Source: an optimization exercise on an open RTL-to-GDS flow (aim: small area and a short achievable clock period). Production flows keep margins and buffers that such runs may drop. No functional check of the RTL was part of any run shown here. Power figures rest on the tool's default switching activity, not on a simulated workload.

## flow/design.v (module list and top-level ports; edited modules follow where they fit)
// module full_adder: 8 lines
// module g_and2: 3 lines
// module g_aoi21: 3 lines
// module g_inv: 3 lines
// module g_nand2: 3 lines
// module g_nor2: 3 lines
// module g_oai21: 3 lines
// module g_or2: 3 lines
// module g_xnor2: 3 lines
// module g_xor2: 3 lines
// module half_adder_n: 7 lines
// module xnor_n: 3 lines
// module or_n: 3 lines
// module fir_3tap: 1082 lines
module fir_3tap (input clk,
                 input [7:0] Xin,
                 input [7:0] H0,
                 input [7:0] H1,
                 input [7:0] H2,
                 output reg [15:0] Yout);
  // ...
==> flow/flow/run.sh <==
#!/bin/bash
# The standard layout (standard.sh), with two changes to how it is made:
# - ports are buffered with buf_1 instead of the default delay buffer;
# - repair_timing aims for 6.6 ns of setup slack instead of 0.
set -euo pipefail
export SETUP_SLACK_MARGIN=6.6
export BUFFER_PORTS_ARGS="-buffer_cell sky130_fd_sc_hd__buf_1"
bash standard.sh > standard.log 2>&1
==> flow/standard.sh <==
#!/bin/bash
# synth_recipe.tcl (not shown) runs the flow's synth.tcl, then flattens the netlist and writes it again
# the make line also repeats each setting of config.mk as NAME=value (left out here)
make -C /OpenROAD-flow-scripts/flow DESIGN_CONFIG=/design/flow/config.mk WORK_HOME=/design/flow/orfs CLKGATE_MAP_FILE= SYNTH_SCRIPT=/design/flow/synth_recipe.tcl "${@:-finish}"
==> flow/config.mk <==
export PLATFORM = sky130hd
export DESIGN_NAME = fir_3tap
export DESIGN_NICKNAME = fir_3tap
export VERILOG_FILES = /design/flow/design.v
export SDC_FILE = /design/flow/constraint.sdc
export NUM_CORES = 4
export LEC_CHECK = 0
export CAP_MARGIN = 20
export CORE_MARGIN = 2
export CORE_UTILIZATION = 65
export CTS_BUF_LIST = sky130_fd_sc_hd__clkbuf_8
export SLEW_MARGIN = 20
export SYNTH_HIERARCHICAL = 1
export SYNTH_MINIMUM_KEEP_SIZE = 0
export TNS_END_PERCENT = 0
==> flow/constraint.sdc <==
create_clock -name core_clock -period 12.5 [get_ports {clk}]
set_input_delay 2.5000 -clock core_clock [delete_from_list [all_inputs] [get_ports {clk}]]
set_output_delay 2.5000 -clock core_clock [all_outputs]
set_load 0.01 [all_outputs]
==> impl_metrics.toml, run 1 <==
[clock_tree]
cts_resized = 0
cts_tree = "yes"
clockBufferDepth = 2
cts.clk_slew.worst_paths_ns = 0.09

[drt]
drtAntennaViolNets = 0
route.met3.wl_um = 692
dr_wl_met2_um = 6395
dr.pass1.iters = 4
top_layer = "met4"

[layout]
fillers = 818
top_regs = "Q1n: 16 flops, Q2n: 16 flops, Yout: 16 flops"
final_common_cell = "nand2_1"

[synthesis]
muxShareOfSynthArea_pct = 0
synth_xor_area_share_pct = 13.55
syn_inst = 710
synth_top_family_by_area = "adder cells"
ys_seq_elements = 48
synth_top_cell_by_area = "fa_1"

[pwr]
p_comb_share_pct = 79.6
comb_power_mw = 1.51
intPower_uw = 991.4
clkPwrFrac_pct = 5.3

[grt]
grt_usage_pct = 25.39
grt-ovfl-total = 0

[die]
nWellTaps = 133

[critical_path]
r2r_end = "Yout[12]"
arrival_ns = 5.90

[run_status]
status = "complete, no violations"

[sta]
fin_worst_skew_ns = 0.01059
==> run 2: changes to the inputs <==
--- a/flow/design.v
+++ b/flow/design.v
@@ -203,194 +203,246 @@
 full_adder t2_fa42 (t2_s41, t2_c41, t2_p6_7, t2_p7_6, t2_c29);
 wire n1;
 g_xnor2 u1 (n1, t2_p0_1, t2_p1_0);
 wire n2;
 g_or2 u2 (n2, t2_p0_1, t2_p1_0);
 wire t2_rs2, t2_rc2;
 full_adder t2_rfa2 (t2_rs2, t2_rc2, t2_s30, t2_p2_0, n2);
 wire n3;
-g_or2 u3 (n3, t2_c30, t2_s31);
+g_xor2 u3 (n3, t2_c30, t2_s31);
 wire n4;
-g_and2 u4 (n4, t2_c30, t2_s31);
+g_xor2 u4 (n4, n3, t2_rc2);
 wire n5;
-g_aoi21 u5 (n5, n3, t2_rc2, n4);
+g_nand2 u5 (n5, t2_c30, t2_s31);
 wire n6;
-g_nor2 u6 (n6, t2_c31, t2_s32);
+g_nor2 u6 (n6, t2_c30, t2_s31);
 wire n7;
-g_nand2 u7 (n7, t2_c31, t2_s32);
+g_inv u7 (n7, t2_rc2);
 wire n8;
-g_oai21 u8 (n8, n6, n5, n7);
+g_oai21 u8 (n8, n6, n7, n5);
 wire n9;
-g_or2 u9 (n9, t2_c32, t2_s33);
+g_xor2 u9 (n9, t2_c31, t2_s32);
 wire n10;
-g_and2 u10 (n10, t2_c32, t2_s33);
+g_xor2 u10 (n10, n9, n8);
 wire n11;
-g_aoi21 u11 (n11, n9, n8, n10);
+g_and2 u11 (n11, t2_c31, t2_s32);
 wire n12;
-g_nor2 u12 (n12, t2_c33, t2_s34);
+g_or2 u12 (n12, t2_c31, t2_s32);
 wire n13;
-g_nand2 u13 (n13, t2_c33, t2_s34);
+g_and2 u13 (n13, t2_c30, t2_s31);
 wire n14;
-g_oai21 u14 (n14, n12, n11, n13);
+g_or2 u14 (n14, t2_c30, t2_s31);
 wire n15;
-g_nor2 u15 (n15, t2_c35, t2_s36);
+g_aoi21 u15 (n15, n12, n13, n11);
 wire n16;
-g_nand2 u16 (n16, t2_c34, t2_s35);
+g_nand2 u16 (n16, n12, n14);
 wire n17;
-g_nand2 u17 (n17, t2_c35, t2_s36);
+g_oai21 u17 (n17, n16, n7, n15);
 wire n18;
-g_oai21 u18 (n18, n15, n16, n17);
+g_xor2 u18 (n18, t2_c32, t2_s33);
 wire n19;
-g_nor2 u19 (n19, t2_c34, t2_s35);
+g_xor2 u19 (n19, n18, n17);
 wire n20;
-g_nor2 u20 (n20, n15, n19);
+g_nand2 u20 (n20, t2_c32, t2_s33);
 wire n21;
-g_nor2 u21 (n21, t2_c37, t2_s38);
+g_nor2 u21 (n21, t2_c32, t2_s33);
 wire n22;
-g_nand2 u22 (n22, t2_c36, t2_s37);
+g_nand2 u22 (n22, t2_c31, t2_s32);
 wire n23;
-g_nand2 u23 (n23, t2_c37, t2_s38);
+g_nor2 u23 (n23, t2_c31, t2_s32);
 wire n24;
-g_oai21 u24 (n24, n21, n22, n23);
+g_oai21 u24 (n24, n21, n22, n20);
 wire n25;
-g_nor2 u25 (n25, t2_c36, t2_s37);
+g_nor2 u25 (n25, n21, n23);
 wire n26;
-g_nor2 u26 (n26, n21, n25);
+g_aoi21 u26 (n26, n25, n13, n24);
 wire n27;
-g_nor2 u27 (n27, t2_c39, t2_s40);
+g_nand2 u27 (n27, n25, n14);
 wire n28;
-g_nand2 u28 (n28, t2_c38, t2_s39);
+g_oai21 u28 (n28, n27, n7, n26);
 wire n29;
-g_nand2 u29 (n29, t2_c39, t2_s40);
+g_xor2 u29 (n29, t2_c33, t2_s34);
 wire n30;
-g_oai21 u30 (n30, n27, n28, n29);
+g_xor2 u30 (n30, n29, n28);
 wire n31;
-g_nor2 u31 (n31, t2_c38, t2_s39);
+g_and2 u31 (n31, t2_c33, t2_s34);
 wire n32;
-g_nor2 u32 (n32, n27, n31);
+g_or2 u32 (n32, t2_c33, t2_s34);
 wire n33;
-g_nor2 u33 (n33, t2_c41, t2_p7_7);
+g_and2 u33 (n33, t2_c32, t2_s33);
 wire n34;
-g_nand2 u34 (n34, t2_c40, t2_s41);
+g_or2 u34 (n34, t2_c32, t2_s33);
 wire n35;
-g_nand2 u35 (n35, t2_c41, t2_p7_7);
+g_aoi21 u35 (n35, n32, n33, n31);
 wire n36;
-g_oai21 u36 (n36, n33, n34, n35);
+g_nand2 u36 (n36, n32, n34);
 wire n37;
-g_nor2 u37 (n37, t2_c40, t2_s41);
+g_oai21 u37 (n37, n36, n22, n35);
 wire n38;
-g_nor2 u38 (n38, n33, n37);
+g_nor2 u38 (n38, n36, n23);
 wire n39;
-g_aoi21 u39 (n39, n20, n14, n18);
+g_aoi21 u39 (n39, n38, n13, n37);
 wire n40;
-g_or2 u40 (n40, t2_c33, t2_s34);
+g_nand2 u40 (n40, n38, n14);
 wire n41;
-g_nand2 u41 (n41, n20, n40);
+g_oai21 u41 (n41, n40, n7, n39);
 wire n42;
-g_aoi21 u42 (n42, n32, n24, n30);
+g_xor2 u42 (n42, t2_c34, t2_s35);
 wire n43;
-g_nand2 u43 (n43, n32, n26);
+g_xor2 u43 (n43, n42, n41);
 wire n44;
-g_oai21 u44 (n44, n43, n39, n42);
+g_nand2 u44 (n44, t2_c34, t2_s35);
 wire n45;
-g_nor2 u45 (n45, n43, n41);
+g_nor2 u45 (n45, t2_c34, t2_s35);
 wire n46;
-g_inv u46 (n46, n26);
+g_oai21 u46 (n46, n45, n35, n44);
 wire n47;
-g_inv u47 (n47, n24);
+g_nor2 u47 (n47, n45, n36);
 wire n48;
-g_oai21 u48 (n48, n46, n39, n47);
+g_inv u48 (n48, n46);
 wire n49;
-g_inv u49 (n49, n26);
+g_inv u49 (n49, n47);
 wire n50;
-g_nor2 u50 (n50, n49, n41);
+g_oai21 u50 (n50, n49, n22, n48);
 wire n51;
-g_aoi21 u51 (n51, n38, n44, n36);
+g_nor2 u51 (n51, n49, n23);
 wire n52;
-g_nand2 u52 (n52, n38, n45);
+g_aoi21 u52 (n52, n51, n13, n50);
 wire n53;
-g_or2 u53 (n53, t2_c34, t2_s35);
+g_nand2 u53 (n53, n51, n14);
 wire n54;
-g_and2 u54 (n54, t2_c34, t2_s35);
+g_oai21 u54 (n54, n53, n7, n52);
 wire n55;
-g_aoi21 u55 (n55, n53, n14, n54);
+g_xor2 u55 (n55, t2_c35, t2_s36);
 wire n56;
-g_nand2 u56 (n56, n53, n40);
+g_xor2 u56 (n56, n55, n54);
 wire n57;
-g_oai21 u57 (n57, n25, n39, n22);
+g_and2 u57 (n57, t2_c35, t2_s36);
 wire n58;
-g_nor2 u58 (n58, n25, n41);
+g_or2 u58 (n58, t2_c35, t2_s36);
 wire n59;
-g_or2 u59 (n59, t2_c38, t2_s39);
+g_aoi21 u59 (n59, n58, n54, n57);
 wire n60;
-g_and2 u60 (n60, t2_c38, t2_s39);
+g_xor2 u60 (n60, t2_c36, t2_s37);
 wire n61;
-g_aoi21 u61 (n61, n59, n48, n60);
+g_xnor2 u61 (n61, n60, n59);
 wire n62;
-g_nand2 u62 (n62, n59, n50);
+g_nand2 u62 (n62, t2_c36, t2_s37);
 wire n63;
-g_or2 u63 (n63, t2_c40, t2_s41);
+g_nor2 u63 (n63, t2_c36, t2_s37);
 wire n64;
-g_and2 u64 (n64, t2_c40, t2_s41);
+g_nand2 u64 (n64, t2_c35, t2_s36);
 wire n65;
-g_aoi21 u65 (n65, n63, n44, n64);
+g_nor2 u65 (n65, t2_c35, t2_s36);
 wire n66;
-g_nand2 u66 (n66, n63, n45);
+g_oai21 u66 (n66, n63, n64, n62);
 wire n67;
-g_xor2 u67 (n67, t2_c30, t2_s31);
+g_nor2 u67 (n67, n63, n65);
 wire n68;
-g_xor2 u68 (n68, n67, t2_rc2);
+g_aoi21 u68 (n68, n67, n54, n66);
 wire n69;
-g_xor2 u69 (n69, t2_c31, t2_s32);
+g_xor2 u69 (n69, t2_c37, t2_s38);
 wire n70;
-g_xnor2 u70 (n70, n69, n5);
+g_xnor2 u70 (n70, n69, n68);
 wire n71;
-g_xor2 u71 (n71, t2_c32, t2_s33);
+g_nand2 u71 (n71, t2_c37, t2_s38);
 wire n72;
-g_xor2 u72 (n72, n71, n8);
+g_nor2 u72 (n72, t2_c37, t2_s38);
 wire n73;
-g_xor2 u73 (n73, t2_c33, t2_s34);
+g_oai21 u73 (n73, n72, n68, n71);
 wire n74;
-g_xnor2 u74 (n74, n73, n11);
+g_xor2 u74 (n74, t2_c38, t2_s39);
 wire n75;
-g_xor2 u75 (n75, t2_c34, t2_s35);
+g_xor2 u75 (n75, n74, n73);
 wire n76;
-g_xor2 u76 (n76, n75, n14);
+g_and2 u76 (n76, t2_c38, t2_s39);
 wire n77;
-g_xor2 u77 (n77, t2_c35, t2_s36);
+g_or2 u77 (n77, t2_c38, t2_s39);
 wire n78;
-g_xnor2 u78 (n78, n77, n55);
+g_and2 u78 (n78, t2_c37, t2_s38);
 wire n79;
-g_xor2 u79 (n79, t2_c36, t2_s37);
+g_or2 u79 (n79, t2_c37, t2_s38);
 wire n80;
-g_xnor2 u80 (n80, n79, n39);
+g_aoi21 u80 (n80, n77, n78, n76);
 wire n81;
-g_xor2 u81 (n81, t2_c37, t2_s38);
+g_nand2 u81 (n81, n77, n79);
 wire n82;
-g_xor2 u82 (n82, n81, n57);
+g_oai21 u82 (n82, n81, n68, n80);
 wire n83;
-g_xor2 u83 (n83, t2_c38, t2_s39);
+g_xor2 u83 (n83, t2_c39, t2_s40);
 wire n84;
-g_xor2 u84 (n84, n83, n48);
+g_xor2 u84 (n84, n83, n82);
 wire n85;
-g_xor2 u85 (n85, t2_c39, t2_s40);
+g_nand2 u85 (n85, t2_c39, t2_s40);
 wire n86;
-g_xnor2 u86 (n86, n85, n61);
+g_nor2 u86 (n86, t2_c39, t2_s40);
 wire n87;
-g_xor2 u87 (n87, t2_c40, t2_s41);
+g_nand2 u87 (n87, t2_c38, t2_s39);
 wire n88;
-g_xor2 u88 (n88, n87, n44);
+g_nor2 u88 (n88, t2_c38, t2_s39);
 wire n89;
-g_xor2 u89 (n89, t2_c41, t2_p7_7);
+g_oai21 u89 (n89, n86, n87, n85);
 wire n90;
-g_xnor2 u90 (n90, n89, n65);
+g_nor2 u90 (n90, n86, n88);
 wire n91;
-g_inv u91 (n91, n51);
-wire [15:0] t2_sn = {n91, n90, n88, n86, n84, n82, n80, n78, n76, n74, n72, n70, n68, t2_rs2, n1, t2_p0_0};
+g_aoi21 u91 (n91, n90, n78, n89);
+wire n92;
+g_nand2 u92 (n92, n90, n79);
+wire n93;
+g_oai21 u93 (n93, n92, n68, n91);
+wire n94;
+g_xor2 u94 (n94, t2_c40, t2_s41);
+wire n95;
+g_xor2 u95 (n95, n94, n93);
+wire n96;
+g_nand2 u96 (n96, t2_c40, t2_s41);
+wire n97;
+g_nor2 u97 (n97, t2_c40, t2_s41);
+wire n98;
+g_oai21 u98 (n98, n97, n85, n96);
+wire n99;
+g_nor2 u99 (n99, n97, n86);
+wire n100;
+g_oai21 u100 (n100, n88, n71, n87);
+wire n101;
+g_nor2 u101 (n101, n88, n72);
+wire n102;
+g_aoi21 u102 (n102, n99, n100, n98);
+wire n103;
+g_nand2 u103 (n103, n99, n101);
+wire n104;
+g_oai21 u104 (n104, n103, n68, n102);
+wire n105;
+g_xor2 u105 (n105, t2_c41, t2_p7_7);
+wire n106;
+g_xor2 u106 (n106, n105, n104);
+wire n107;
+g_and2 u107 (n107, t2_c41, t2_p7_7);
+wire n108;
+g_or2 u108 (n108, t2_c41, t2_p7_7);
+wire n109;
+g_and2 u109 (n109, t2_c40, t2_s41);
+wire n110;
+g_or2 u110 (n110, t2_c40, t2_s41);
+wire n111;
+g_aoi21 u111 (n111, n108, n109, n107);
+wire n112;
+g_nand2 u112 (n112, n108, n110);
+wire n113;
+g_oai21 u113 (n113, n112, n85, n111);
+wire n114;
+g_nor2 u114 (n114, n112, n86);
+wire n115;
+g_aoi21 u115 (n115, n114, n100, n113);
+wire n116;
+g_nand2 u116 (n116, n114, n101);
+wire n117;
+g_oai21 u117 (n117, n116, n68, n115);
+wire [15:0] t2_sn = {n117, n106, n95, n84, n75, n70, n61, n56, n43, n30, n19, n10, n4, t2_rs2, n1, t2_p0_0};
 wire t1_p0_0 = ~(Xin[0] & H1[0]);
 wire t1_p0_1 = ~(Xin[0] & H1[1]);
 wire t1_p0_2 = ~(Xin[0] & H1[2]);
 wire t1_p0_3 = ~(Xin[0] & H1[3]);
 wire t1_p0_4 = ~(Xin[0] & H1[4]);
 wire t1_p0_5 = ~(Xin[0] & H1[5]);
 wire t1_p0_6 = ~(Xin[0] & H1[6]);
 wire t1_p0_7 = ~(Xin[0] & H1[7]);
@@ -557,205 +609,217 @@
 wire t1_s52, t1_c52;
 full_adder t1_fa53 (t1_s52, t1_c52, t1_s28, t1_c38, t1_s39);
 wire t1_s53, t1_c53;
 full_adder t1_fa54 (t1_s53, t1_c53, t1_c28, t1_s40, t1_c39);
 wire t1_s54, t1_c54;
 full_adder t1_fa55 (t1_s54, t1_c54, t1_c29, t1_s41, t1_c40);
 wire t1_s55, t1_c55;
 full_adder t1_fa56 (t1_s55, t1_c55, Q1n[14], t1_p7_7, t1_c41);
-wire n92;
-g_xnor2 u92 (n92, Q1n[0], t1_p0_0);
-wire n93;
-g_or2 u93 (n93, Q1n[0], t1_p0_0);
+wire n118;
+g_xnor2 u118 (n118, Q1n[0], t1_p0_0);
+wire n119;
+g_or2 u119 (n119, Q1n[0], t1_p0_0);
 wire t1_rs1, t1_rc1;
-full_adder t1_rfa1 (t1_rs1, t1_rc1, t1_s42, t1_p1_0, n93);
+full_adder t1_rfa1 (t1_rs1, t1_rc1, t1_s42, t1_p1_0, n119);
 wire t1_rs2, t1_rc2;
 full_adder t1_rfa2 (t1_rs2, t1_rc2, t1_c42, t1_s43, t1_rc1);
-wire n94;
-g_or2 u94 (n94, t1_c43, t1_s44);
-wire n95;
-g_and2 u95 (n95, t1_c43, t1_s44);
-wire n96;
-g_aoi21 u96 (n96, n94, t1_rc2, n95);
-wire n97;
-g_nor2 u97 (n97, t1_c44, t1_s45);
-wire n98;
-g_nand2 u98 (n98, t1_c44, t1_s45);
-wire n99;
-g_oai21 u99 (n99, n97, n96, n98);
-wire n100;
-g_or2 u100 (n100, t1_c45, t1_s46);
-wire n101;
-g_and2 u101 (n101, t1_c45, t1_s46);
-wire n102;
-g_aoi21 u102 (n102, n100, n99, n101);
-wire n103;
-g_nor2 u103 (n103, t1_c46, t1_s47);
-wire n104;
-g_nand2 u104 (n104, t1_c46, t1_s47);
-wire n105;
-g_oai21 u105 (n105, n103, n102, n104);
-wire n106;
-g_nor2 u106 (n106, t1_c48, t1_s49);
-wire n107;
-g_nand2 u107 (n107, t1_c47, t1_s48);
-wire n108;
-g_nand2 u108 (n108, t1_c48, t1_s49);
-wire n109;
-g_oai21 u109 (n109, n106, n107, n108);
-wire n110;
-g_nor2 u110 (n110, t1_c47, t1_s48);
-wire n111;
-g_nor2 u111 (n111, n106, n110);
-wire n112;
-g_nor2 u112 (n112, t1_c50, t1_s51);
-wire n113;
-g_nand2 u113 (n113, t1_c49, t1_s50);
-wire n114;
-g_nand2 u114 (n114, t1_c50, t1_s51);
-wire n115;
-g_oai21 u115 (n115, n112, n113, n114);
-wire n116;
-g_nor2 u116 (n116, t1_c49, t1_s50);
-wire n117;
-g_nor2 u117 (n117, n112, n116);
-wire n118;
-g_nor2 u118 (n118, t1_c52, t1_s53);
-wire n119;
-g_nand2 u119 (n119, t1_c51, t1_s52);
 wire n120;
-g_nand2 u120 (n120, t1_c52, t1_s53);
+g_xor2 u120 (n120, t1_c43, t1_s44);
 wire n121;
-g_oai21 u121 (n121, n118, n119, n120);
+g_xor2 u121 (n121, n120, t1_rc2);
 wire n122;
-g_nor2 u122 (n122, t1_c51, t1_s52);
+g_and2 u122 (n122, t1_c43, t1_s44);
 wire n123;
-g_nor2 u123 (n123, n118, n122);
+g_or2 u123 (n123, t1_c43, t1_s44);
 wire n124;
-g_nor2 u124 (n124, t1_c54, t1_s55);
+g_aoi21 u124 (n124, n123, t1_rc2, n122);
 wire n125;
-g_nand2 u125 (n125, t1_c53, t1_s54);
+g_xor2 u125 (n125, t1_c44, t1_s45);
 wire n126;
-g_nand2 u126 (n126, t1_c54, t1_s55);
+g_xnor2 u126 (n126, n125, n124);
 wire n127;
-g_oai21 u127 (n127, n124, n125, n126);
+g_nand2 u127 (n127, t1_c44, t1_s45);
 wire n128;
-g_nor2 u128 (n128, t1_c53, t1_s54);
+g_nor2 u128 (n128, t1_c44, t1_s45);
 wire n129;
-g_nor2 u129 (n129, n124, n128);
+g_oai21 u129 (n129, n128, n124, n127);
 wire n130;
-g_aoi21 u130 (n130, n111, n105, n109);
+g_xor2 u130 (n130, t1_c45, t1_s46);
 wire n131;
-g_or2 u131 (n131, t1_c46, t1_s47);
+g_xor2 u131 (n131, n130, n129);
 wire n132;
-g_nand2 u132 (n132, n111, n131);
+g_and2 u132 (n132, t1_c45, t1_s46);
 wire n133;
-g_aoi21 u133 (n133, n123, n115, n121);
+g_or2 u133 (n133, t1_c45, t1_s46);
 wire n134;
-g_nand2 u134 (n134, n123, n117);
+g_and2 u134 (n134, t1_c44, t1_s45);
 wire n135;
-g_oai21 u135 (n135, n134, n130, n133);
+g_or2 u135 (n135, t1_c44, t1_s45);
 wire n136;
-g_nor2 u136 (n136, n134, n132);
+g_aoi21 u136 (n136, n133, n134, n132);
 wire n137;
-g_inv u137 (n137, n117);
+g_nand2 u137 (n137, n133, n135);
 wire n138;
-g_inv u138 (n138, n115);
+g_oai21 u138 (n138, n137, n124, n136);
 wire n139;
-g_oai21 u139 (n139, n137, n130, n138);
+g_xor2 u139 (n139, t1_c46, t1_s47);
 wire n140;
-g_inv u140 (n140, n117);
+g_xor2 u140 (n140, n139, n138);
 wire n141;
-g_nor2 u141 (n141, n140, n132);
+g_nand2 u141 (n141, t1_c46, t1_s47);
 wire n142;
-g_aoi21 u142 (n142, n129, n135, n127);
+g_nor2 u142 (n142, t1_c46, t1_s47);
 wire n143;
-g_nand2 u143 (n143, n129, n136);
+g_nand2 u143 (n143, t1_c45, t1_s46);
 wire n144;
-g_or2 u144 (n144, t1_c47, t1_s48);
+g_nor2 u144 (n144, t1_c45, t1_s46);
 wire n145;
-g_and2 u145 (n145, t1_c47, t1_s48);
+g_oai21 u145 (n145, n142, n143, n141);
 wire n146;
-g_aoi21 u146 (n146, n144, n105, n145);
+g_nor2 u146 (n146, n142, n144);
 wire n147;
-g_nand2 u147 (n147, n144, n131);
+g_aoi21 u147 (n147, n146, n134, n145);
 wire n148;
-g_oai21 u148 (n148, n116, n130, n113);
+g_nand2 u148 (n148, n146, n135);
 wire n149;
-g_nor2 u149 (n149, n116, n132);
+g_oai21 u149 (n149, n148, n124, n147);
 wire n150;
-g_or2 u150 (n150, t1_c51, t1_s52);
+g_xor2 u150 (n150, t1_c47, t1_s48);
 wire n151;
-g_and2 u151 (n151, t1_c51, t1_s52);
+g_xor2 u151 (n151, n150, n149);
 wire n152;
-g_aoi21 u152 (n152, n150, n139, n151);
+g_and2 u152 (n152, t1_c47, t1_s48);
 wire n153;
-g_nand2 u153 (n153, n150, n141);
+g_or2 u153 (n153, t1_c47, t1_s48);
 wire n154;
-g_or2 u154 (n154, t1_c53, t1_s54);
+g_aoi21 u154 (n154, n153, n149, n152);
 wire n155;
-g_and2 u155 (n155, t1_c53, t1_s54);
+g_xor2 u155 (n155, t1_c48, t1_s49);
 wire n156;
-g_aoi21 u156 (n156, n154, n135, n155);
+g_xnor2 u156 (n156, n155, n154);
 wire n157;
-g_nand2 u157 (n157, n154, n136);
+g_nand2 u157 (n157, t1_c48, t1_s49);
 wire n158;
-g_xor2 u158 (n158, t1_c43, t1_s44);
+g_nor2 u158 (n158, t1_c48, t1_s49);
 wire n159;
-g_xor2 u159 (n159, n158, t1_rc2);
+g_nand2 u159 (n159, t1_c47, t1_s48);
 wire n160;
-g_xor2 u160 (n160, t1_c44, t1_s45);
+g_nor2 u160 (n160, t1_c47, t1_s48);
 wire n161;
-g_xnor2 u161 (n161, n160, n96);
+g_oai21 u161 (n161, n158, n159, n157);
 wire n162;
-g_xor2 u162 (n162, t1_c45, t1_s46);
+g_nor2 u162 (n162, n158, n160);
 wire n163;
-g_xor2 u163 (n163, n162, n99);
+g_aoi21 u163 (n163, n162, n149, n161);
 wire n164;
-g_xor2 u164 (n164, t1_c46, t1_s47);
+g_xor2 u164 (n164, t1_c49, t1_s50);
 wire n165;
-g_xnor2 u165 (n165, n164, n102);
+g_xnor2 u165 (n165, n164, n163);
 wire n166;
-g_xor2 u166 (n166, t1_c47, t1_s48);
+g_nand2 u166 (n166, t1_c49, t1_s50);
 wire n167;
-g_xor2 u167 (n167, n166, n105);
+g_nor2 u167 (n167, t1_c49, t1_s50);
 wire n168;
-g_xor2 u168 (n168, t1_c48, t1_s49);
+g_oai21 u168 (n168, n167, n163, n166);
 wire n169;
-g_xnor2 u169 (n169, n168, n146);
+g_xor2 u169 (n169, t1_c50, t1_s51);
 wire n170;
-g_xor2 u170 (n170, t1_c49, t1_s50);
+g_xor2 u170 (n170, n169, n168);
 wire n171;
-g_xnor2 u171 (n171, n170, n130);
+g_and2 u171 (n171, t1_c50, t1_s51);
 wire n172;
-g_xor2 u172 (n172, t1_c50, t1_s51);
+g_or2 u172 (n172, t1_c50, t1_s51);
 wire n173;
-g_xor2 u173 (n173, n172, n148);
+g_and2 u173 (n173, t1_c49, t1_s50);
 wire n174;
-g_xor2 u174 (n174, t1_c51, t1_s52);
+g_or2 u174 (n174, t1_c49, t1_s50);
 wire n175;
-g_xor2 u175 (n175, n174, n139);
+g_aoi21 u175 (n175, n172, n173, n171);
 wire n176;
-g_xor2 u176 (n176, t1_c52, t1_s53);
+g_nand2 u176 (n176, n172, n174);
 wire n177;
-g_xnor2 u177 (n177, n176, n152);
+g_oai21 u177 (n177, n176, n163, n175);
 wire n178;
-g_xor2 u178 (n178, t1_c53, t1_s54);
+g_xor2 u178 (n178, t1_c51, t1_s52);
 wire n179;
-g_xor2 u179 (n179, n178, n135);
+g_xor2 u179 (n179, n178, n177);
 wire n180;
-g_xor2 u180 (n180, t1_c54, t1_s55);
+g_nand2 u180 (n180, t1_c51, t1_s52);
 wire n181;
-g_xnor2 u181 (n181, n180, n156);
+g_nor2 u181 (n181, t1_c51, t1_s52);
 wire n182;
-g_xor2 u182 (n182, t1_c55, Q1n[15]);
+g_nand2 u182 (n182, t1_c50, t1_s51);
 wire n183;
-g_xnor2 u183 (n183, n182, n142);
-wire [15:0] t1_sn = {n183, n181, n179, n177, n175, n173, n171, n169, n167, n165, n163, n161, n159, t1_rs2, t1_rs1, n92};
+g_nor2 u183 (n183, t1_c50, t1_s51);
+wire n184;
+g_oai21 u184 (n184, n181, n182, n180);
+wire n185;
+g_nor2 u185 (n185, n181, n183);
+wire n186;
+g_aoi21 u186 (n186, n185, n173, n184);
+wire n187;
+g_nand2 u187 (n187, n185, n174);
+wire n188;
+g_oai21 u188 (n188, n187, n163, n186);
+wire n189;
+g_xor2 u189 (n189, t1_c52, t1_s53);
+wire n190;
+g_xor2 u190 (n190, n189, n188);
+wire n191;
+g_nand2 u191 (n191, t1_c52, t1_s53);
+wire n192;
+g_nor2 u192 (n192, t1_c52, t1_s53);
+wire n193;
+g_oai21 u193 (n193, n192, n180, n191);
+wire n194;
+g_nor2 u194 (n194, n192, n181);
+wire n195;
+g_oai21 u195 (n195, n183, n166, n182);
+wire n196;
+g_nor2 u196 (n196, n183, n167);
+wire n197;
+g_aoi21 u197 (n197, n194, n195, n193);
+wire n198;
+g_nand2 u198 (n198, n194, n196);
+wire n199;
+g_oai21 u199 (n199, n198, n163, n197);
+wire n200;
+g_xor2 u200 (n200, t1_c53, t1_s54);
+wire n201;
+g_xor2 u201 (n201, n200, n199);
+wire n202;
+g_and2 u202 (n202, t1_c53, t1_s54);
+wire n203;
+g_or2 u203 (n203, t1_c53, t1_s54);
+wire n204;
+g_aoi21 u204 (n204, n203, n199, n202);
+wire n205;
+g_xor2 u205 (n205, t1_c54, t1_s55);
+wire n206;
+g_xnor2 u206 (n206, n205, n204);
+wire n207;
+g_nand2 u207 (n207, t1_c54, t1_s55);
+wire n208;
+g_nor2 u208 (n208, t1_c54, t1_s55);
+wire n209;
+g_nand2 u209 (n209, t1_c53, t1_s54);
+wire n210;
+g_nor2 u210 (n210, t1_c53, t1_s54);
+wire n211;
+g_oai21 u211 (n211, n208, n209, n207);
+wire n212;
+g_nor2 u212 (n212, n208, n210);
+wire n213;
+g_aoi21 u213 (n213, n212, n199, n211);
+wire n214;
+g_xor2 u214 (n214, t1_c55, Q1n[15]);
+wire n215;
+g_xnor2 u215 (n215, n214, n213);
+wire [15:0] t1_sn = {n215, n206, n201, n190, n179, n170, n165, n156, n151, n140, n131, n126, n121, t1_rs2, t1_rs1, n118};
 wire t0_p0_0 = ~(Xin[0] & H0[0]);
 wire t0_p0_1 = ~(Xin[0] & H0[1]);
 wire t0_p0_2 = ~(Xin[0] & H0[2]);
 wire t0_p0_3 = ~(Xin[0] & H0[3]);
 wire t0_p0_4 = ~(Xin[0] & H0[4]);
 wire t0_p0_5 = ~(Xin[0] & H0[5]);
 wire t0_p0_6 = ~(Xin[0] & H0[6]);
 wire t0_p0_7 = ~(Xin[0] & H0[7]);
@@ -922,209 +986,221 @@
 wire t0_s52, t0_c52;
 full_adder t0_fa53 (t0_s52, t0_c52, t0_s28, t0_c38, t0_s39);
 wire t0_s53, t0_c53;
 full_adder t0_fa54 (t0_s53, t0_c53, t0_c28, t0_s40, t0_c39);
 wire t0_s54, t0_c54;
 full_adder t0_fa55 (t0_s54, t0_c54, t0_c29, t0_s41, t0_c40);
 wire t0_s55, t0_c55;
 full_adder t0_fa56 (t0_s55, t0_c55, Q2n[14], t0_p7_7, t0_c41);
-wire n184;
-g_xnor2 u184 (n184, Q2n[0], t0_p0_0);
-wire n185;
-g_or2 u185 (n185, Q2n[0], t0_p0_0);
+wire n216;
+g_xnor2 u216 (n216, Q2n[0], t0_p0_0);
+wire n217;
+g_or2 u217 (n217, Q2n[0], t0_p0_0);
 wire t0_rs1, t0_rc1;
-full_adder t0_rfa1 (t0_rs1, t0_rc1, t0_s42, t0_p1_0, n185);
+full_adder t0_rfa1 (t0_rs1, t0_rc1, t0_s42, t0_p1_0, n217);
 wire t0_rs2, t0_rc2;
 full_adder t0_rfa2 (t0_rs2, t0_rc2, t0_c42, t0_s43, t0_rc1);
-wire n186;
-g_or2 u186 (n186, t0_c43, t0_s44);
-wire n187;
-g_and2 u187 (n187, t0_c43, t0_s44);
-wire n188;
-g_aoi21 u188 (n188, n186, t0_rc2, n187);
-wire n189;
-g_nor2 u189 (n189, t0_c44, t0_s45);
-wire n190;
-g_nand2 u190 (n190, t0_c44, t0_s45);
-wire n191;
-g_oai21 u191 (n191, n189, n188, n190);
-wire n192;
-g_or2 u192 (n192, t0_c45, t0_s46);
-wire n193;
-g_and2 u193 (n193, t0_c45, t0_s46);
-wire n194;
-g_aoi21 u194 (n194, n192, n191, n193);
-wire n195;
-g_nor2 u195 (n195, t0_c46, t0_s47);
-wire n196;
-g_nand2 u196 (n196, t0_c46, t0_s47);
-wire n197;
-g_oai21 u197 (n197, n195, n194, n196);
-wire n198;
-g_nor2 u198 (n198, t0_c48, t0_s49);
-wire n199;
-g_nand2 u199 (n199, t0_c47, t0_s48);
-wire n200;
-g_nand2 u200 (n200, t0_c48, t0_s49);
-wire n201;
-g_oai21 u201 (n201, n198, n199, n200);
-wire n202;
-g_nor2 u202 (n202, t0_c47, t0_s48);
-wire n203;
-g_nor2 u203 (n203, n198, n202);
-wire n204;
-g_nor2 u204 (n204, t0_c50, t0_s51);
-wire n205;
-g_nand2 u205 (n205, t0_c49, t0_s50);
-wire n206;
-g_nand2 u206 (n206, t0_c50, t0_s51);
-wire n207;
-g_oai21 u207 (n207, n204, n205, n206);
-wire n208;
-g_nor2 u208 (n208, t0_c49, t0_s50);
-wire n209;
-g_nor2 u209 (n209, n204, n208);
-wire n210;
-g_nor2 u210 (n210, t0_c52, t0_s53);
-wire n211;
-g_nand2 u211 (n211, t0_c51, t0_s52);
-wire n212;
-g_nand2 u212 (n212, t0_c52, t0_s53);
-wire n213;
-g_oai21 u213 (n213, n210, n211, n212);
-wire n214;
-g_nor2 u214 (n214, t0_c51, t0_s52);
-wire n215;
-g_nor2 u215 (n215, n210, n214);
-wire n216;
-g_nor2 u216 (n216, t0_c54, t0_s55);
-wire n217;
-g_nand2 u217 (n217, t0_c53, t0_s54);
 wire n218;
-g_nand2 u218 (n218, t0_c54, t0_s55);
+g_inv u218 (n218, n216);
 wire n219;
-g_oai21 u219 (n219, n216, n217, n218);
+g_inv u219 (n219, t0_rs1);
 wire n220;
-g_nor2 u220 (n220, t0_c53, t0_s54);
+g_inv u220 (n220, t0_rs2);
 wire n221;
-g_nor2 u221 (n221, n216, n220);
+g_xor2 u221 (n221, t0_c43, t0_s44);
 wire n222;
-g_aoi21 u222 (n222, n203, n197, n201);
+g_xnor2 u222 (n222, n221, t0_rc2);
 wire n223;
-g_or2 u223 (n223, t0_c46, t0_s47);
+g_and2 u223 (n223, t0_c43, t0_s44);
 wire n224;
-g_nand2 u224 (n224, n203, n223);
+g_or2 u224 (n224, t0_c43, t0_s44);
 wire n225;
-g_aoi21 u225 (n225, n215, n207, n213);
+g_aoi21 u225 (n225, n224, t0_rc2, n223);
 wire n226;
-g_nand2 u226 (n226, n215, n209);
+g_xor2 u226 (n226, t0_c44, t0_s45);
 wire n227;
-g_oai21 u227 (n227, n226, n222, n225);
+g_xor2 u227 (n227, n226, n225);
 wire n228;
-g_nor2 u228 (n228, n226, n224);
+g_nand2 u228 (n228, t0_c44, t0_s45);
 wire n229;
-g_inv u229 (n229, n209);
+g_nor2 u229 (n229, t0_c44, t0_s45);
 wire n230;
-g_inv u230 (n230, n207);
+g_oai21 u230 (n230, n229, n225, n228);
 wire n231;
-g_oai21 u231 (n231, n229, n222, n230);
+g_xor2 u231 (n231, t0_c45, t0_s46);
 wire n232;
-g_inv u232 (n232, n209);
+g_xnor2 u232 (n232, n231, n230);
 wire n233;
-g_nor2 u233 (n233, n232, n224);
+g_and2 u233 (n233, t0_c45, t0_s46);
 wire n234;
-g_aoi21 u234 (n234, n221, n227, n219);
+g_or2 u234 (n234, t0_c45, t0_s46);
 wire n235;
-g_nand2 u235 (n235, n221, n228);
+g_and2 u235 (n235, t0_c44, t0_s45);
 wire n236;
-g_or2 u236 (n236, t0_c47, t0_s48);
+g_or2 u236 (n236, t0_c44, t0_s45);
 wire n237;
-g_and2 u237 (n237, t0_c47, t0_s48);
+g_aoi21 u237 (n237, n234, n235, n233);
 wire n238;
-g_aoi21 u238 (n238, n236, n197, n237);
+g_nand2 u238 (n238, n234, n236);
 wire n239;
-g_nand2 u239 (n239, n236, n223);
+g_oai21 u239 (n239, n238, n225, n237);
 wire n240;
-g_oai21 u240 (n240, n208, n222, n205);
+g_xor2 u240 (n240, t0_c46, t0_s47);
 wire n241;
-g_nor2 u241 (n241, n208, n224);
+g_xnor2 u241 (n241, n240, n239);
 wire n242;
-g_or2 u242 (n242, t0_c51, t0_s52);
+g_nand2 u242 (n242, t0_c46, t0_s47);
 wire n243;
-g_and2 u243 (n243, t0_c51, t0_s52);
+g_nor2 u243 (n243, t0_c46, t0_s47);
 wire n244;
-g_aoi21 u244 (n244, n242, n231, n243);
+g_nand2 u244 (n244, t0_c45, t0_s46);
 wire n245;
-g_nand2 u245 (n245, n242, n233);
+g_nor2 u245 (n245, t0_c45, t0_s46);
 wire n246;
-g_or2 u246 (n246, t0_c53, t0_s54);
+g_oai21 u246 (n246, n243, n244, n242);
 wire n247;
-g_and2 u247 (n247, t0_c53, t0_s54);
+g_nor2 u247 (n247, n243, n245);
 wire n248;
-g_aoi21 u248 (n248, n246, n227, n247);
+g_aoi21 u248 (n248, n247, n235, n246);
 wire n249;
-g_nand2 u249 (n249, n246, n228);
+g_nand2 u249 (n249, n247, n236);
 wire n250;
-g_inv u250 (n250, n184);
+g_oai21 u250 (n250, n249, n225, n248);
 wire n251;
-g_inv u251 (n251, t0_rs1);
+g_xor2 u251 (n251, t0_c47, t0_s48);
 wire n252;
-g_inv u252 (n252, t0_rs2);
+g_xnor2 u252 (n252, n251, n250);
 wire n253;
-g_xor2 u253 (n253, t0_c43, t0_s44);
+g_and2 u253 (n253, t0_c47, t0_s48);
 wire n254;
-g_xnor2 u254 (n254, n253, t0_rc2);
+g_or2 u254 (n254, t0_c47, t0_s48);
 wire n255;
-g_xor2 u255 (n255, t0_c44, t0_s45);
+g_aoi21 u255 (n255, n254, n250, n253);
 wire n256;
-g_xor2 u256 (n256, n255, n188);
+g_xor2 u256 (n256, t0_c48, t0_s49);
 wire n257;
-g_xor2 u257 (n257, t0_c45, t0_s46);
+g_xor2 u257 (n257, n256, n255);
 wire n258;
-g_xnor2 u258 (n258, n257, n191);
+g_nand2 u258 (n258, t0_c48, t0_s49);
 wire n259;
-g_xor2 u259 (n259, t0_c46, t0_s47);
+g_nor2 u259 (n259, t0_c48, t0_s49);
 wire n260;
-g_xor2 u260 (n260, n259, n194);
+g_nand2 u260 (n260, t0_c47, t0_s48);
 wire n261;
-g_xor2 u261 (n261, t0_c47, t0_s48);
+g_nor2 u261 (n261, t0_c47, t0_s48);
 wire n262;
-g_xnor2 u262 (n262, n261, n197);
+g_oai21 u262 (n262, n259, n260, n258);
 wire n263;
-g_xor2 u263 (n263, t0_c48, t0_s49);
+g_nor2 u263 (n263, n259, n261);
 wire n264;
-g_xor2 u264 (n264, n263, n238);
+g_aoi21 u264 (n264, n263, n250, n262);
 wire n265;
 g_xor2 u265 (n265, t0_c49, t0_s50);
 wire n266;
-g_xor2 u266 (n266, n265, n222);
+g_xor2 u266 (n266, n265, n264);
 wire n267;
-g_xor2 u267 (n267, t0_c50, t0_s51);
+g_nand2 u267 (n267, t0_c49, t0_s50);
 wire n268;
-g_xnor2 u268 (n268, n267, n240);
+g_nor2 u268 (n268, t0_c49, t0_s50);
 wire n269;
-g_xor2 u269 (n269, t0_c51, t0_s52);
+g_oai21 u269 (n269, n268, n264, n267);
 wire n270;
-g_xnor2 u270 (n270, n269, n231);
+g_xor2 u270 (n270, t0_c50, t0_s51);
 wire n271;
-g_xor2 u271 (n271, t0_c52, t0_s53);
+g_xnor2 u271 (n271, n270, n269);
 wire n272;
-g_xor2 u272 (n272, n271, n244);
+g_and2 u272 (n272, t0_c50, t0_s51);
 wire n273;
-g_xor2 u273 (n273, t0_c53, t0_s54);
+g_or2 u273 (n273, t0_c50, t0_s51);
 wire n274;
-g_xnor2 u274 (n274, n273, n227);
+g_and2 u274 (n274, t0_c49, t0_s50);
 wire n275;
-g_xor2 u275 (n275, t0_c54, t0_s55);
+g_or2 u275 (n275, t0_c49, t0_s50);
 wire n276;
-g_xor2 u276 (n276, n275, n248);
+g_aoi21 u276 (n276, n273, n274, n272);
 wire n277;
-g_xor2 u277 (n277, t0_c55, Q2n[15]);
+g_nand2 u277 (n277, n273, n275);
 wire n278;
-g_xor2 u278 (n278, n277, n234);
-wire [15:0] t0_sn = {n278, n276, n274, n272, n270, n268, n266, n264, n262, n260, n258, n256, n254, n252, n251, n250};
+g_oai21 u278 (n278, n277, n264, n276);
+wire n279;
+g_xor2 u279 (n279, t0_c51, t0_s52);
+wire n280;
+g_xnor2 u280 (n280, n279, n278);
+wire n281;
+g_nand2 u281 (n281, t0_c51, t0_s52);
+wire n282;
+g_nor2 u282 (n282, t0_c51, t0_s52);
+wire n283;
+g_nand2 u283 (n283, t0_c50, t0_s51);
+wire n284;
+g_nor2 u284 (n284, t0_c50, t0_s51);
+wire n285;
+g_oai21 u285 (n285, n282, n283, n281);
+wire n286;
+g_nor2 u286 (n286, n282, n284);
+wire n287;
+g_aoi21 u287 (n287, n286, n274, n285);
+wire n288;
+g_nand2 u288 (n288, n286, n275);
+wire n289;
+g_oai21 u289 (n289, n288, n264, n287);
+wire n290;
+g_xor2 u290 (n290, t0_c52, t0_s53);
+wire n291;
+g_xnor2 u291 (n291, n290, n289);
+wire n292;
+g_nand2 u292 (n292, t0_c52, t0_s53);
+wire n293;
+g_nor2 u293 (n293, t0_c52, t0_s53);
+wire n294;
+g_oai21 u294 (n294, n293, n281, n292);
+wire n295;
+g_nor2 u295 (n295, n293, n282);
+wire n296;
+g_oai21 u296 (n296, n284, n267, n283);
+wire n297;
+g_nor2 u297 (n297, n284, n268);
+wire n298;
+g_aoi21 u298 (n298, n295, n296, n294);
+wire n299;
+g_nand2 u299 (n299, n295, n297);
+wire n300;
+g_oai21 u300 (n300, n299, n264, n298);
+wire n301;
+g_xor2 u301 (n301, t0_c53, t0_s54);
+wire n302;
+g_xnor2 u302 (n302, n301, n300);
+wire n303;
+g_and2 u303 (n303, t0_c53, t0_s54);
+wire n304;
+g_or2 u304 (n304, t0_c53, t0_s54);
+wire n305;
+g_aoi21 u305 (n305, n304, n300, n303);
+wire n306;
+g_xor2 u306 (n306, t0_c54, t0_s55);
+wire n307;
+g_xor2 u307 (n307, n306, n305);
+wire n308;
+g_nand2 u308 (n308, t0_c54, t0_s55);
+wire n309;
+g_nor2 u309 (n309, t0_c54, t0_s55);
+wire n310;
+g_nand2 u310 (n310, t0_c53, t0_s54);
+wire n311;
+g_nor2 u311 (n311, t0_c53, t0_s54);
+wire n312;
+g_oai21 u312 (n312, n309, n310, n308);
+wire n313;
+g_nor2 u313 (n313, n309, n311);
+wire n314;
+g_aoi21 u314 (n314, n313, n300, n312);
+wire n315;
+g_xor2 u315 (n315, t0_c55, Q2n[15]);
+wire n316;
+g_xor2 u316 (n316, n315, n314);
+wire [15:0] t0_sn = {n316, n307, n302, n291, n280, n271, n266, n257, n252, n241, n232, n227, n222, n220, n219, n218};
 always @(posedge clk) begin
   Q1n  <= t2_sn;
   Q2n  <= t1_sn;
   Yout <= t0_sn;
 end
 endmodule
==> run 2 against run 1 <==
Sequential share of layout area decreased by 0.87 points. Register-to-register slack about the same. Global-route usage increased by 1.3 points. Non-clock buffer count increased by 2. First-iteration DRC count increased by 2.7%. Total power increased by 13%. Flip-flop and latch count unchanged. Combinational power increased by 15%. Hold slack got worse by 0.0027 ns. Core utilization increased by 0.63 points. Largest cell class unchanged.
==> impl_metrics.toml, run 2 <==
[clock_tree]
cts.sinks = 48
clockBufferDepth = 2
cts_hold_buf = 0
cts_tree = "yes"
cts_root_buf = "clkbuf_8"
cts.clk_slew.worst_paths_ns = 0.09
numCtsBuffers = 5
clock_latency_ns = 0.31
htreeDepth = 2

[sta]
final.setup.tns_ns = 0
fin_crit_ns = 5.725
setup_viol_count_final = 0
fin_crit_sh_pct = 45.80
tightest_slew_ns = 0.4355
fin_worst_skew_ns = 0.006498
fin_hold_ws_ns = 0.4494
rsz0062_at_grt = "true"
hold_viol = 0
max_slew_margin_pct = 70.97
drv_slew = 0
max_freq_mhz = 174.7
setup_ws_ns = 6.775

[drt]
vias = 5087
drtAntennaViolNets = 0
vias_per_cell = 5.417
dr.pass1.iters = 5
drc = 0
drt_iter0_markers = 231
routed_wl_um = 13740
route.detailed.wl_per_inst_um = 14.64

[synthesis]
synth-edff-count = 0
synth_area_per_cell_um2 = 8.932
ys_seq_elements = 48
synthArstFlopShare_pct = 0
synth_nets = 947
synth_xor_area_share_pct = 12.86
yosys.area_share.simple_pct = 22.52
synth_top_family_by_area = "adder cells"
syn_inst = 778
synth_compound_area_share_pct = 7.274
synth_cell_type_count = 14
synth_most_common_cell = "nand2_1"
synthTopCellsByArea = "fa_1 39%, dfxtp_1 14%, nand2_1 13%"
synthAdderAreaFrac_pct = 39.18
yosysWarnings = 7
synth_commonest_cells = "244 x nand2_1, 136 x fa_1, 61 x xor2_1"
synth.top_cell.area_share_pct = 39.18
netlist_area_um2 = 6949
synth_top_cell_by_area = "fa_1"
ys_seq_area_share_pct = 13.83
synth-main-ff-cell = "dfxtp_1"
muxShareOfSynthArea_pct = 0

[critical_path]
cp_slowest_stage_delay_ns = 0.57
rr_startpoint = "Q1n[7]"
crit_chain = "buf_1 > buf_6 > nand2_1 > fa_1 > fa_1 > fa_1 > or2_1 > a21oi_2 > o21ai_1 > inv_1 > o21ai_1 > a21oi_2 > o21ai_4 > a21oi_4 > o21ai_1 > xor2_1"
endpoint_kind = "register"
crit_family = "adder cells"
r2r_end = "Q2n[14]"
crit_path_start_kind = "input pin"
cp_max_fo = 24
slowest_stage = "fa_1"
arrival_ns = 5.92
critPathKind = "in2reg"
worstPathRequired_ns = 12.70
worst-path-buf-inv = 3
r2r_slack_ns = 9.16
r2r_cells = 10

[die]
start_util_pct = 67.01
rows = 37
pin_count = 49
die_width_um = 107.4
die_h_um = 107.4
coreArea_um2 = 10370
die_area_um2 = 11530

[layout]
final_cell_mix = "244 x nand2_1, 136 x fa_1, 61 x xor2_1, 53 x nor2_1, 49 x or2_1"
final_layout_size_suffix_gt1_share_pct = 7.347
final_common_cell = "nand2_1"
num-nets-final = 971
finalNonFillerCells = 939
top_regs = "Q1n: 16 flops, Q2n: 16 flops, Yout: 16 flops"
fillers = 874
area_growth_pct = 4.753
diodes = 0

[placed_design]
place_congestion = 0.8462
dp_slack_ns = 5.679
dp_hpwl_um = 10560
port_buffers = 48
dp_cells = 929

[grt]
grt_first_pass_wirelength_um = 24580
grt_max_degree = 25
antenna_found_initial = 0
grt_usage_pct = 26.70
grt-ovfl-total = 0
grt_pass1_vias = 5295

[run_status]
status = "complete, no violations"

[hold_path]
hold_end = "Q2n[0]"
holdCritPathClass = "reg2reg"
whs_path_depth = 1
min_from = "Q1n[0]"

[pwr]
p_per_area_nw_per_um2 = 294.8
p_total_mw = 2.146
p_leak_nw = 2.623
peakVddDrop_mv = 0.3157

[run]
maxCapViolCount = 0
## run 2: repair_timing
item                                   in CTS  in global routing
setup endpoints to repair                  23                 12
pin swaps                                   0                  2
resized for setup                           5                 17
endpoints found under the hold margin       0                  0
buffers inserted                            0                  2
## run 2: per-stage QoR
step	area, um2	util [%]
4_1_cts	7203	69.46
3_5_place_dp	7073	68.21
6_report	7279	70.20
2_1_floorplan	6949	-
5_1_grt	7279	70.20
3_3_place_gp	7073	68.21
## run 2: layer usage
metal / routed length [um] / up-vias / GRT usage (%)
li1: - / 2435 / -
met1: 6326 / 2520 / 39.01
met2: 6679 / 125 / 43.49
met3: 668 / 7 / 3.753
met4: 69 / 0 / 4.670
met5: 0 / - / 0
## run 2: per-module statistics from Yosys (local to each module, per instance), a selection
| module | cells inside | area (um2) |
|---|---|---|
| g_xnor2 | 1 | 8.758 |
| g_nand2 | 1 | 3.754 |
| g_xor2 | 1 | 8.758 |
| g_oai21 | 1 | 5.005 |
| fir_3tap | 280 | 1961 |
| g_nor2 | 1 | 3.754 |
## run 2: how the worst max path moves through the flow
stage	from	end	cells after the start	slack (ns)
floorplan	H0[6]	Yout[14]	12	6.75
global placement	Xin[6]	Yout[15]	13	5.89
detailed placement	Xin[6]	Yout[15]	13	5.68
CTS	Xin[3]	Q1n[14]	16	6.61
global route	H1[7]	Q2n[14]	12	6.59
finish	Xin[3]	Q1n[14]	16	6.78
## run 2: logic make-up after synthesis
| kind of cell | count (synthesis) |
|---|---|
| AOI/OAI and AO/OA | 77 |
| xor gates and xnor gates | 102 |
| DFF | 48 |
| buffers and inverters | 46 |
| and+or+nand+nor | 369 |
| adders and majority gates | 136 |
## run 2: area by class of cell
type / count / area (um2) / area share (%)
Multi-Input combinational cell: 684 / 5720 / 78.58
Clock buffer: 7 / 96.34 / 1.323
Timing Repair Buffer: 57 / 279.0 / 3.833
Inverter: 6 / 22.52 / 0.3094
Sequential cell: 48 / 960.9 / 13.20
Tap cell: 136 / 170.2 / 2.338
Clock inverter: 1 / 30.03 / 0.4125
## run 2: worst reg2reg max path, stage by stage (launching register included)
cell	delay [ns]
dfxtp_1	0.32
fa_1	0.47
fa_1	0.48
fa_1	0.58
fa_1	0.47
nor2_1	0.17
nor2_1	0.07
a21oi_2	0.27
o21ai_2	0.15
a21oi_2	0.16
xnor2_1	0.14
## run 2: where the power goes
group          internal, mW  switching, mW
Sequential            0.256         0.0308
Clock                0.0707         0.0552
Combinational         0.777          0.956

-- re-timing with driven ports --
In the flow no input, the clock included, has a driving cell. The finished layouts below were timed again as built, in two steps. Step 1 assumes that a clkbuf_16 drives the clock port and a buf_2 every other input. Step 2 moves the port delays by t, midway between the first and last clock arrival at a register: inputs arrive t later, outputs are due t later. That takes back most of the time a late clock gives input paths. a / b / c = no drivers / after step 1 / after step 2; a / b = the first two.
run | shift t [ns] | setup WS [ns] | clock arrival spread, ns | cell pins on the clock port's net
run 1 | 0.332 | 6.789 / 6.795 / 6.463 | 0.011 / 0.011 | 1
run 2 | 0.341 | 6.775 / 6.783 / 6.442 | 0.006 / 0.006 | 1
After both steps setup and hold are still met in every run listed. For run 2, which loses most, drivers alone change the setup slack by +0.008 ns; drivers and shift together by -0.333 ns.
